What follows belongs to an exercise in optimizing a design on an open flow for small area, a short achievable clock period and few clock cycles; a production flow would make more cautious choices.
In this exercise RTL edits were held to simulation tests only and were not proved equivalent to the original.
Power is estimated from default activity; no workload was simulated.

### flow/run.sh
#!/bin/bash
# synth_recipe.tcl (not shown) runs the flow's synth.tcl, then flattens the netlist and writes it again
# the make line also repeats each setting of config.mk as NAME=value (left out here)
make -C /OpenROAD-flow-scripts/flow DESIGN_CONFIG=/design/flow/config.mk WORK_HOME=/design/flow/orfs CLKGATE_MAP_FILE= SYNTH_SCRIPT=/design/flow/synth_recipe.tcl finish
### flow/config.mk
export PLATFORM = sky130hd
export DESIGN_NAME = JAM
export DESIGN_NICKNAME = JAM
export VERILOG_FILES = /design/flow/design.v
export SDC_FILE = /design/flow/constraint.sdc
export NUM_CORES = 4
export LEC_CHECK = 0
export CAP_MARGIN = 20
export CORE_MARGIN = 2
export CORE_UTILIZATION = 40
export SLEW_MARGIN = 20
### flow/constraint.sdc
create_clock -name core_clock -period 4.0 [get_ports {CLK}]
set_input_delay 0.8000 -clock core_clock [delete_from_list [all_inputs] [get_ports {CLK}]]
set_output_delay 0.8000 -clock core_clock [all_outputs]
set_load 0.01 [all_outputs]
### flow/design.v
module JAM (
    input CLK,
    input RST,
    output reg [2:0] W,
    output reg [2:0] J,
    input [6:0] Cost,
    output reg [3:0] MatchCount,
    output reg [9:0] MinCost,
    output Valid
);
    reg [2:0] n [0:7]; 
    reg [3:0] add_counter;
    reg [9:0] sum;
    reg [2:0] change_point;
    reg [2:0] bigger_point;
    reg [3:0] temp;
    reg bigger_found;  
    parameter [2:0] IDLE = 4'd1 , DELAY = 4'd2 , ADDER = 4'd3 , CHANGE_POINT = 4'd4 , FIND_BIG = 4'd5 , SORT = 4'd6 , DONE = 4'd7;
    reg [2:0] state , next_state;
    reg sort_counter ;
    always @(posedge CLK ) begin
        if(state == ADDER ) begin
            sort_counter <= 2'd0;
        end
        else if(state == IDLE) begin
            n[0] <= 3'd0;
            n[1] <= 3'd1;
            n[2] <= 3'd2;
            n[3] <= 3'd3;
            n[4] <= 3'd4;
            n[5] <= 3'd5;
            n[6] <= 3'd6;
            n[7] <= 3'd7;
            sort_counter <= 0;
        end
        else if(state == SORT) begin
            if(sort_counter == 0) begin
                n[bigger_point] <= n[change_point];
                n[change_point] <= n[bigger_point];
                sort_counter <= sort_counter + 1;
            end
            else if (sort_counter == 1) begin
                case (change_point)
                    3'd5 : begin
                        n[6] <= n[7];
                        n[7] <= n[6];
                    end
                    3'd4 : begin
                        n[5] <= n[7];
                        n[7] <= n[5];
                    end
                    3'd3 : begin
                        n[4] <= n[7];
                        n[7] <= n[4];
                        n[5] <= n[6];
                        n[6] <= n[5];
                    end
                    3'd2 : begin
                        n[3] <= n[7];
                        n[7] <= n[3];
                        n[4] <= n[6];
                        n[6] <= n[4];
                    end
                    3'd1 : begin
                        n[2] <= n[7];
                        n[7] <= n[2];
                        n[3] <= n[6];
                        n[6] <= n[3];
                        n[4] <= n[5];
                        n[5] <= n[4];
                    end
                    3'd0 : begin
                        n[1] <= n[7];
                        n[7] <= n[1];
                        n[2] <= n[6];
                        n[6] <= n[2];
                        n[3] <= n[5];
                        n[5] <= n[3];
                    end
                endcase
                sort_counter <= 1;
            end
        end
    end
    always @(posedge CLK ) begin
        if(state == IDLE) change_point <= 3'd0;
        else if(next_state == CHANGE_POINT) begin
            if(n[7] > n[6]) change_point <= 3'd6;
            else if(n[6] > n[5]) change_point <= 3'd5;
            else if(n[5] > n[4]) change_point <= 3'd4;
            else if(n[4] > n[3]) change_point <= 3'd3;
            else if(n[3] > n[2]) change_point <= 3'd2;
            else if(n[2] > n[1]) change_point <= 3'd1;
            else if(n[1] > n[0]) change_point <= 3'd0;
            else change_point <= 3'd7;
        end
    end
    always @(posedge CLK ) begin
        if(state == IDLE || state == ADDER) begin
            bigger_point <= 3'd0;
            bigger_found <= 0;
        end
        else if (state == CHANGE_POINT) begin
            bigger_point <= change_point + 1;  
            temp <= change_point + 2;
        end
        else if(state == FIND_BIG) begin
            if(change_point == 3'd6) begin
                bigger_point <= 3'd7;
                bigger_found <= 1;
            end
            else if (change_point == 3'd5) begin
                if ( n[7]<n[6] && n[7]>n[5] ) begin
                    bigger_point <= 3'd7;
                    bigger_found <= 1;
                end
                else begin
                    bigger_point <= 3'd6;
                    bigger_found <= 1;
                end
            end
            else begin
                if (temp <= 7) begin
                    if (n[temp] > n[change_point] && n[temp] < n[bigger_point]) begin
                        bigger_point <= temp;
                    end
                    temp = temp + 1;
                end
                else bigger_found <= 1;
            end
        end
    end
    always @(posedge CLK) begin
        if(state == IDLE ) add_counter <= 3'd0;
        else if(state == ADDER) begin
            add_counter <= add_counter + 1'd1;
        end
        else if(state == CHANGE_POINT) add_counter <= 3'd0;
        else;
    end
    always @(*) begin
        W = add_counter;
        J = n[add_counter];
    end
    always @(posedge CLK) begin
        if(state == IDLE) sum <= 10'd0;
        else if(state == SORT) sum <= 10'd0;
        else if(state == ADDER && add_counter < 4'd8) sum = sum + Cost;
        else;
    end
    always @(posedge CLK) begin
        if(state == IDLE) MatchCount <= 4'd1;
        else if(state == ADDER && add_counter == 4'd8) begin
            if(sum < MinCost) MatchCount <= 4'd1;
            else if(sum == MinCost) MatchCount <= MatchCount + 1'd1;
        end
        else ;
    end
    always @(posedge CLK) begin
        if(state == IDLE) MinCost <= 10'd1023;
        else if(state == ADDER && add_counter == 4'd8) begin
            if(MinCost > sum) MinCost <= sum;
            else;
        end
    end
    always @(posedge CLK) begin
        if(RST) state <= IDLE;
        else state <= next_state;
    end
    always @(*) begin
        case (state)
            IDLE : next_state = DELAY;
            DELAY : next_state = ADDER;
            ADDER : next_state = (add_counter == 4'd8) ? CHANGE_POINT : ADDER ;
            CHANGE_POINT : next_state = (change_point == 3'd7) ?  DONE : FIND_BIG ;
            FIND_BIG : next_state =  bigger_found ? SORT : FIND_BIG;
            SORT : next_state = (sort_counter == 2'd1) ? ADDER : SORT;
            default: next_state = state;
        endcase
    end
    assign Valid = (state == DONE); 
endmodule
==> results by group <==
Timing
  – F_max: 0.305 GHz
  – Relative slew slack: 36.8%
  – Final setup fails: 0
  – Setup TNS: 0 ps
  – Fin crit period: 3280 ps
  – Clock skew: 10.0 ps
  – RSZ-0062 raised after global routing: no
  – Final Max Tran Viols: 0
  – Hold WS: slightly below 500 ps
  – Slew @ Worst Pin: 934 ps
  – Final hold violation count: 0
  – Period utilisation layout: 82.0%

Floorplanning
  – Die Wd: between 100 and 150 microns
  – CORE AREA: 15100 sq um
  – Initial Util: 40.7%
  – Io pins: 30
  – Die outline height: 128 microns
  – Cell Rows: 45
  – Die area: 16400 sq um

Power and ir drop
  – Net switching power: 1.50 mW
  – Clock power frac: a little over a fifth
  – Max VDD drop: 237 uV
  – P_leak: 2.68 nW
  – Internal: 2.10 mW
  – Seq pwr share: 36.5%
  – Comb pwr share: a little over two fifths
  – Sw frac: 41.7%
  – Pwr Density: 526 nW/um^2

Worst setup path
  – Cells along the critical path: mux4_2 > mux2_2 > inv_1 > ha_1 > a211o_1 > a31oi_1 > o21ai_0 > a311o_4 > a221oi_2 > a31o_1
  – Slowest-stage cell, CP: edfxtp_1
  – Crit-path max FO: 12
  – Reg2Reg Depth: 10
  – R2r setup slk: 720 ps
  – Critical path class: register to register
  – Worst path bufs/invs: 1
  – Largest stage delay on the critical path: 600 ps
  – CP arrival: around 3600 ps
  – Worst setup EP type: register
  – Largest delay share family, worst path: compound AO/OA/AOI/OAI gates
  – CP required: 4300 ps
  – FF-to-FF Start: n[7][2]
  – Startpoint Class: register

GRT
  – Met3 track demand over resource: 4.59%
  – GRT Total Usage: between 20% and 30%
  – First-pass GRT wire length: 31.5 mm
  – Met2 usage: approximately two fifths
  – Initial antenna violation count: 0
  – M1 GR Usage: 33.7%
  – Vias in the first global route: 5489
  – Gr ovfl total: 0
  – Gr busiest metal: met2
  – Largest net degree at the start of global routing: 21

Final layout
  – Area growth, synth to finish: 11.3%
  – Layout cells sized above 1: 8.50%
  – ANT cells: 0
  – Fin util: 45.3%
  – Nets: around 770

Route
  – ANT nets after route: 0
  – Routed wire length: 20.5 mm
  – Initial DRC Count: 644
  – Vias per Instance: roughly 6.5
  – Total vias in the final route: 5809
  – Drt first pass iters: 6
  – # DRC: 0
  – Avg WL per Cell: 22.9 microns

Logic synthesis
  – Asr flop ratio synth: 0%
  – Top_reg_cell synth: dfxtp_1
  – Post-Syn Area: between 6000 and 7000 sq um
  – Number of synthesized flops with an enable pin: 28
  – Post-synth cell types: 66
  – Sequential area share after synthesis: 30.3%
  – Mapped Cells: just under 700
  – Avg Synthesized Cell Area: 8.91 sq um
  – Yosys reg bits: approximately 80
  – Syn. warnings: 1
  – Syn nets: 760

Min path
  – Hold path depth: 2
  – Hold Crit Endpoint: sum[5]
  – Worst hold start: sum[5]
  – Hold Path Class: register to register

CTS
  – Hold_buf cts: 0
  – CTS tree: built
  – Post-cts sizing count: 0
  – Clock transition at the registers of the reported paths: 60 ps
  – Clk sink count: 79
  – Worst skew pair latency: around 350 ps
  – Number of buffers created by CTS: 9
  – CTS max path bufs: 2
  – H-tree Lvls: 3
  – Root buffer cell: clkbuf_16
  – Postcts setup bufs: 0

Placed design
  – GP Congestion: 1.02
  – HPWL after DPL: about 15 mm
  – Number of port buffers: 29

Run status
  – Outcome: finished clean

Run
  – Max cap viols: 0
[metrics by stage]
stage | setup slack (ps) | cell area (sq um) | instances | total power [mW]
2_1_floorplan | 983 | 6140 | 690 | 2.24
3_3_place_gp | 831 | 6570 | 878 | 2.75
6_report | 720 | 6840 | 894 | 3.60
4_1_cts | 783 | 6840 | 894 | 3.57
3_5_place_dp | 807 | 6570 | 878 | 2.80
5_1_grt | 601 | 6840 | 894 | 3.80
[final cells by class]
type	instances	area (sq um)
clock buffer	13	250
clock inverter	3	18.8
fill	1464	8250
inverter	57	214
multi-input combinational	514	3890
sequential	79	1860
tap	188	235
timing repair buffer	40	373
[cell usage after synthesis, types with 11 or more instances]
cell | number | area, sq um
buf_2 | 11 | 55.1
nand3_1 | 26 | 130
a21oi_1 | 33 | 165
o211ai_1 | 14 | 105
clkbuf_1 | 24 | 90.1
o21ai_0 | 46 | 230
dfxtp_1 | 51 | 1020
nand2_1 | 72 | 270
edfxtp_1 | 28 | 841
nor3_1 | 12 | 60.1
ha_1 | 60 | 751
mux4_2 | 20 | 450
nor2_1 | 51 | 191
o22ai_1 | 17 | 106
nor2b_1 | 14 | 87.6
inv_1 | 56 | 210
[per-layer routing]
metal	routed length [microns]	vias to the layer above
met5	0	-
met4	924	0
li1	-	2608
met2	9160	353
met3	1960	71
met1	8410	2777
[cells in the final DEF, fill, tap and decap left out, drive strengths merged, types with 5 or more instances in the layout]
cell           synthesis  routed
a221o                  6       6
nand4                  8       8
nand2                 72      72
nor2b                 14      14
dfxtp                 51      51
mux2                   7       7
a22oi                  8       8
nor2                  51      51
a31oi                  6       6
buf                   16      11
o221ai                 7       7
a21o                   5       5
nor3                  13      13
o22ai                 17      17
mux4                  24      24
ha                    60      60
inv                   56      56
mux2i                  6       6
a32oi                  9       9
o31ai                  6       6
o211ai                14      14
a221oi                 6       6
clkbuf                24      13
a21oi                 34      34
o21ai                 47      47
clkdlybuf4s50          0      29
edfxtp                28      28
nand3b                 8       8
and3                   9       9
nand3                 26      26
[worst register-to-register path: stages (launching register included)]
cell,delay (ps)
edfxtp_1,600
mux4_2,530
mux2_2,340
inv_1,130
ha_1,250
a211o_1,290
a31oi_1,130
o21ai_0,130
a311o_4,470
a221oi_2,240
a31o_1,140
[kinds of logic after synthesis]
group / after synthesis / share of synthesized area [%]
simple gates: 218 / 17.0
compound gates: 192 / 21.2
buf+inv: 97 / 6.45
flops: 79 / 30.3
fa+ha+maj: 61 / 12.5
mux: 37 / 11.6
xor+xnor: 6 / 0.855
[power by group through the flow]
| stage | clock network (mW) | registers [mW] | logic, mW |
|---|---|---|---|
| floorplan | 0 | 1.13 | 1.11 |
| global placement | 0 | 1.30 | 1.45 |
| global route | 0.816 | 1.33 | 1.66 |
| finish | 0.773 | 1.31 | 1.51 |
| detailed placement | 0 | 1.31 | 1.48 |
| CTS | 0.781 | 1.30 | 1.49 |
[worst max-delay path by stage]
stage / cells after the start / end / startpoint
after floorplan: 11 / register / n[7][2]
after global placement: 10 / register / n[7][2]
after detailed placement: 10 / register / n[7][2]
after CTS: 10 / register / n[7][2]
after global routing: 10 / register / n[7][2]
final: 10 / register / n[7][2]
Testbench counts, summed over its fixed seeds: cycles 4,639,944.

==> port drivers added, routing unchanged <==
No port has a modelled driver above. Below, the same layout with a new extraction and two added sets of constraints. Step 1 sets driving cells, clkbuf_16 on the clock port and buf_2 on the other inputs (assumed; they add their load-dependent delay and slew). Step 2 also shifts input and output timing later by t, the mid clock arrival at the registers, as if the neighbouring blocks saw the same clock. Slacks: ideal ports / drivers / drivers and shift; pairs: ideal ports / drivers.
t, ns: 0.386
setup slack, ns: 0.720 / 0.720 / 0.720
clock arrival spread, ns: 0.010 / 0.010
worst register clock-pin slew, ns: 0.06 / 0.06
After both steps setup and hold are still met in this run. The setup slack of this run moves by 0.000 ns with the drivers and by 0.000 ns with both steps.
